Source: an optimization exercise on an open RTL-to-GDS flow (aim: small area, a short achievable clock period and few clock cycles). Production flows keep margins and buffers that such runs may drop. RTL that was checked went through simulation tests only; none was proved equivalent to the original.

==> inputs of run C <==
==> flow/design.v <==
module mult32x32_fast_arith (
    input logic clk,              
    input logic reset,            
    input logic [31:0] a,         
    input logic [31:0] b,         
    input logic [1:0] a_sel,      
    input logic b_sel,            
    input logic [2:0] shift_sel,  
    input logic upd_prod,         
    input logic clr_prod,         
    output logic a_msb_is_0,      
    output logic b_msw_is_0,      
    output logic [63:0] product   
);
logic [7:0] a_out;
logic [15:0] b_out;
logic [23:0] mult_to_shifter;
logic [63:0] shifter_to_adder;
logic [63:0] adder;
always_comb begin
    a_msb_is_0 = 1'b0;
    b_msw_is_0 = 1'b0;
    if(a[31:24] == 0) begin
        a_msb_is_0 = 1'b1;
    end 
    if (b[31:16] == 0) begin
        b_msw_is_0 = 1'b1;
    end 
end
always_comb begin
    case (a_sel)
        2'b00: begin
            a_out = a[7:0];
        end 
        2'b01: begin
            a_out = a[15:8];
        end 
        2'b10: begin
            a_out = a[23:16];
        end 
        2'b11: begin
            a_out = a[31:24];
        end 
    endcase
end
always_comb begin
    case (b_sel)
        1'b0: begin
            b_out = b[15:0];
        end 
        1'b1: begin
            b_out = b[31:16];
        end 
    endcase
end
always_comb begin
    mult_to_shifter = a_out*b_out;
    case (shift_sel)
        3'b001: begin
            shifter_to_adder = mult_to_shifter << 8;
        end 
        3'b010: begin
            shifter_to_adder = mult_to_shifter << 16;
        end 
        3'b011: begin
            shifter_to_adder = mult_to_shifter << 24;
        end 
        3'b100: begin
            shifter_to_adder = mult_to_shifter << 32;
        end 
        3'b101: begin
            shifter_to_adder = mult_to_shifter << 40;
        end
        default: begin
            shifter_to_adder = mult_to_shifter;
        end 
    endcase
    adder = product + shifter_to_adder;
end
always_ff @(posedge clk, posedge reset) begin
    if (reset == 1'b1) begin
       product <= 64'b0;
    end
    else begin
        if(clr_prod == 1'b1) begin
            product <= 64'b0;
        end 
        else if(upd_prod == 1'b1) begin
            product <= adder;  
        end
    end
end
endmodule
module mult32x32_fast_fsm (
    input logic clk,               
    input logic reset,             
    input logic start,             
    input logic a_msb_is_0,        
    input logic b_msw_is_0,        
    output logic busy,             
    output logic [1:0] a_sel,      
    output logic b_sel,            
    output logic [2:0] shift_sel,  
    output logic upd_prod,         
    output logic clr_prod          
);
typedef enum {
    idle_st,
    AC,
    AD,
    AE,
    AF,
    BC,
    BD,
    BE,
    BF
  } sm_type;
sm_type current_state;
sm_type next_state;
always_ff @(posedge clk, posedge reset) begin
    if (reset == 1'b1) begin
        current_state <= idle_st;
    end
    else begin
        current_state <= next_state;
    end
end
always_comb begin
    next_state = current_state;
    upd_prod = 1'b0;
    clr_prod = 1'b0;
    a_sel = 2'd0;
    b_sel = 1'b0;
    shift_sel = 3'b000;
    busy = 1'b0;
    case(current_state)
        idle_st: begin
            if(start == 1'b1) begin
                next_state = AC;
                clr_prod = 1'b1;   
            end 
        end   
        AC: begin
            busy = 1'b1;
            upd_prod = 1'b1;
            next_state = AD;
        end
        AD: begin
            a_sel = 2'b01;
            shift_sel = 3'b001;
            busy = 1'b1;
            upd_prod = 1'b1;
            next_state = AE;
        end
        AE: begin
            a_sel = 2'b10;
            shift_sel = 3'b010;
            busy = 1'b1;
            upd_prod = 1'b1;
            if(a_msb_is_0 == 1 && b_msw_is_0 == 0) begin
                next_state = BC;
            end else if(a_msb_is_0 == 1 && b_msw_is_0 == 1) begin
                next_state = idle_st;
            end
            else begin 
            next_state = AF;
            end
        end
        AF: begin
            a_sel = 2'b11;
            shift_sel = 3'b011;
            busy = 1'b1;
            upd_prod = 1'b1;
            if(a_msb_is_0 == 0 && b_msw_is_0 == 1) begin
                next_state = idle_st;
            end
            else begin
                next_state = BC;
            end
        end
        BC: begin
            b_sel = 1'b1;
            shift_sel = 3'b010;
            busy = 1'b1;
            upd_prod = 1'b1;
            next_state = BD;
        end
        BD: begin
            a_sel = 2'b01;
            b_sel = 1'b1;
            shift_sel = 3'b011;
            busy = 1'b1;
            upd_prod = 1'b1;
            next_state = BE;
        end
        BE: begin
            a_sel = 2'b10;
            b_sel = 1'b1;
            shift_sel = 3'b100;
            busy = 1'b1;
            upd_prod = 1'b1;
            if(a_msb_is_0 == 1 && b_msw_is_0 == 0) begin
                next_state = idle_st;
            end
            else begin
                next_state = BF;
            end
        end
        BF: begin
            a_sel = 2'b11;
            b_sel = 1'b1;
            shift_sel = 3'b101;
            busy = 1'b1;
            upd_prod = 1'b1;
            next_state = idle_st;
        end
    endcase
end
endmodule
module mult32x32_fast (
    input logic clk,             
    input logic reset,           
    input logic start,           
    input logic [31:0] a,        
    input logic [31:0] b,        
    output logic busy,           
    output logic [63:0] product  
);
    logic [1:0] a_sel;     
    logic b_sel;          
    logic [2:0] shift_sel;
    logic upd_prod;
    logic clr_prod;
    logic a_msb_is_0;
    logic b_msw_is_0;
mult32x32_fast_fsm fast_fsm_u(
    .clk(clk),
    .reset(reset),
    .start(start),
    .a_msb_is_0(a_msb_is_0),
    .b_msw_is_0(b_msw_is_0), 
    .busy(busy),
    .a_sel(a_sel),
    .b_sel(b_sel),
    .shift_sel(shift_sel),
    .upd_prod(upd_prod),
    .clr_prod(clr_prod)
);
mult32x32_fast_arith fast_arith_u(
    .clk(clk),
    .reset(reset),
    .a(a),
    .b(b),
    .a_sel(a_sel),
    .b_sel(b_sel),
    .shift_sel(shift_sel),
    .upd_prod(upd_prod),
    .clr_prod(clr_prod),
    .a_msb_is_0(a_msb_is_0),
    .b_msw_is_0(b_msw_is_0), 
    .product(product)
);
endmodule
==> flow/run.sh <==
#!/bin/bash
# synth_recipe.tcl (not shown) runs the flow's synth.tcl, then flattens the netlist and writes it again
# the make line also repeats each setting of config.mk as NAME=value (left out here)
make -C /OpenROAD-flow-scripts/flow DESIGN_CONFIG=/design/flow/config.mk WORK_HOME=/design/flow/orfs CLKGATE_MAP_FILE= SYNTH_SCRIPT=/design/flow/synth_recipe.tcl finish
==> flow/config.mk <==
export PLATFORM = sky130hd
export DESIGN_NAME = mult32x32_fast
export DESIGN_NICKNAME = mult32x32_fast
export VERILOG_FILES = /design/flow/design.v
export SDC_FILE = /design/flow/constraint.sdc
export NUM_CORES = 4
export LEC_CHECK = 0
export CAP_MARGIN = 20
export CORE_MARGIN = 2
export CORE_UTILIZATION = 40
export PLACE_DENSITY = 0.6
export SLEW_MARGIN = 20
==> flow/constraint.sdc <==
create_clock -name core_clock -period 12.0 [get_ports {clk}]
set_input_delay 2.4000 -clock core_clock [delete_from_list [all_inputs] [get_ports {clk}]]
set_output_delay 2.4000 -clock core_clock [all_outputs]
set_load 0.01 [all_outputs]
==> run G (differences from run C) <==
==> flow/design.v (replaced) <==
module mult32x32_fast_arith (
    input  logic [31:0] a,
    input  logic [15:0] b,
    input  logic [31:0] acc,
    output logic [47:0] s
);
    assign s = a * b + {16'd0, acc};
endmodule
module mult32x32_fast_fsm (
    input  logic clk,
    input  logic reset,
    input  logic start,
    input  logic b_msw_is_0,
    output logic busy,
    output logic go
);
    assign go = start & ~busy;
    always_ff @(posedge clk, posedge reset) begin
        if (reset)
            busy <= 1'b0;
        else
            busy <= go & ~b_msw_is_0;
    end
endmodule
module mult32x32_fast (
    input  logic        clk,
    input  logic        reset,
    input  logic        start,
    input  logic [31:0] a,
    input  logic [31:0] b,
    output logic        busy,
    output logic [63:0] product
);
    logic        go;
    logic [47:0] s;
    mult32x32_fast_fsm fsm_u (
        .clk(clk), .reset(reset), .start(start), .b_msw_is_0(b[31:16] == 16'd0),
        .busy(busy), .go(go)
    );
    mult32x32_fast_arith arith_u (
        .a(a), .b(busy ? b[31:16] : b[15:0]),
        .acc(busy ? product[47:16] : 32'd0), .s(s)
    );
    always_ff @(posedge clk) begin
        if (go)
            product <= {16'd0, s};
        else if (busy)
            product <= {s, product[15:0]};
    end
endmodule
==> results.yml <==
cells_and_area:
  multi_input_comb_cells: 1187
  regMostFlops: "fast_arith_u.product"
timing:
  hold_slack_ns: 0.5160
worst_setup_path:
  critical-path-top-delay-family: "compound AO/OA/AOI/OAI gates"
run_status:
  outcome: "timing/DRC/antenna clean"
route:
  routed_wl_mm: 34.85
place:
  postPlaceCellArea_um2: 13050
(the above is from run C)
==> results.yml <==
place:
  postPlaceCellArea_um2: 21970
synth:
  synth_most_common_cell: "inv_1"
run_status:
  outcome: "timing/DRC/antenna clean"
cells_and_area:
  multi_input_comb_cells: 1548
  regMostFlops: "product"
route:
  routed_wl_mm: 54.70
timing:
  hold_slack_ns: 0.4489
(the above is from run G)
Testbench counts of run C, summed over its fixed seeds: cycles 19,999.
For run G, only the layout was checked, not whether the RTL still works.

separate check: timing with driven ports:
The results above use ideal ports. As a check the final layouts listed here were re-extracted and re-timed, cells and wires unchanged.
Step 1: set_driving_cell puts a clkbuf_16 on clk and a buf_2 on each other input, an assumption about the parent block.
Step 2 moves the port delays by t, midway between the first and last clock arrival at a register: inputs arrive t later, outputs are due t later. That takes back most of the time a late clock gives input paths.
Three values: no drivers, after step 1, after step 2; two values: the first two.
run	t, ns	setup slack, ns	worst setup path after step 2	worst register clock-pin slew, ns	worst slew at a driven data input, ns
run C	0.396	0.878 / 0.905 / 0.510	input to register	0.06 / 0.06	0.04
run G	0.365	2.587 / 2.601 / 2.236	input to register	0.06 / 0.06	0.05
After both steps setup and hold are still met in every run listed. For run C, which loses most, drivers alone change the setup slack by +0.027 ns; drivers and shift together by -0.368 ns.
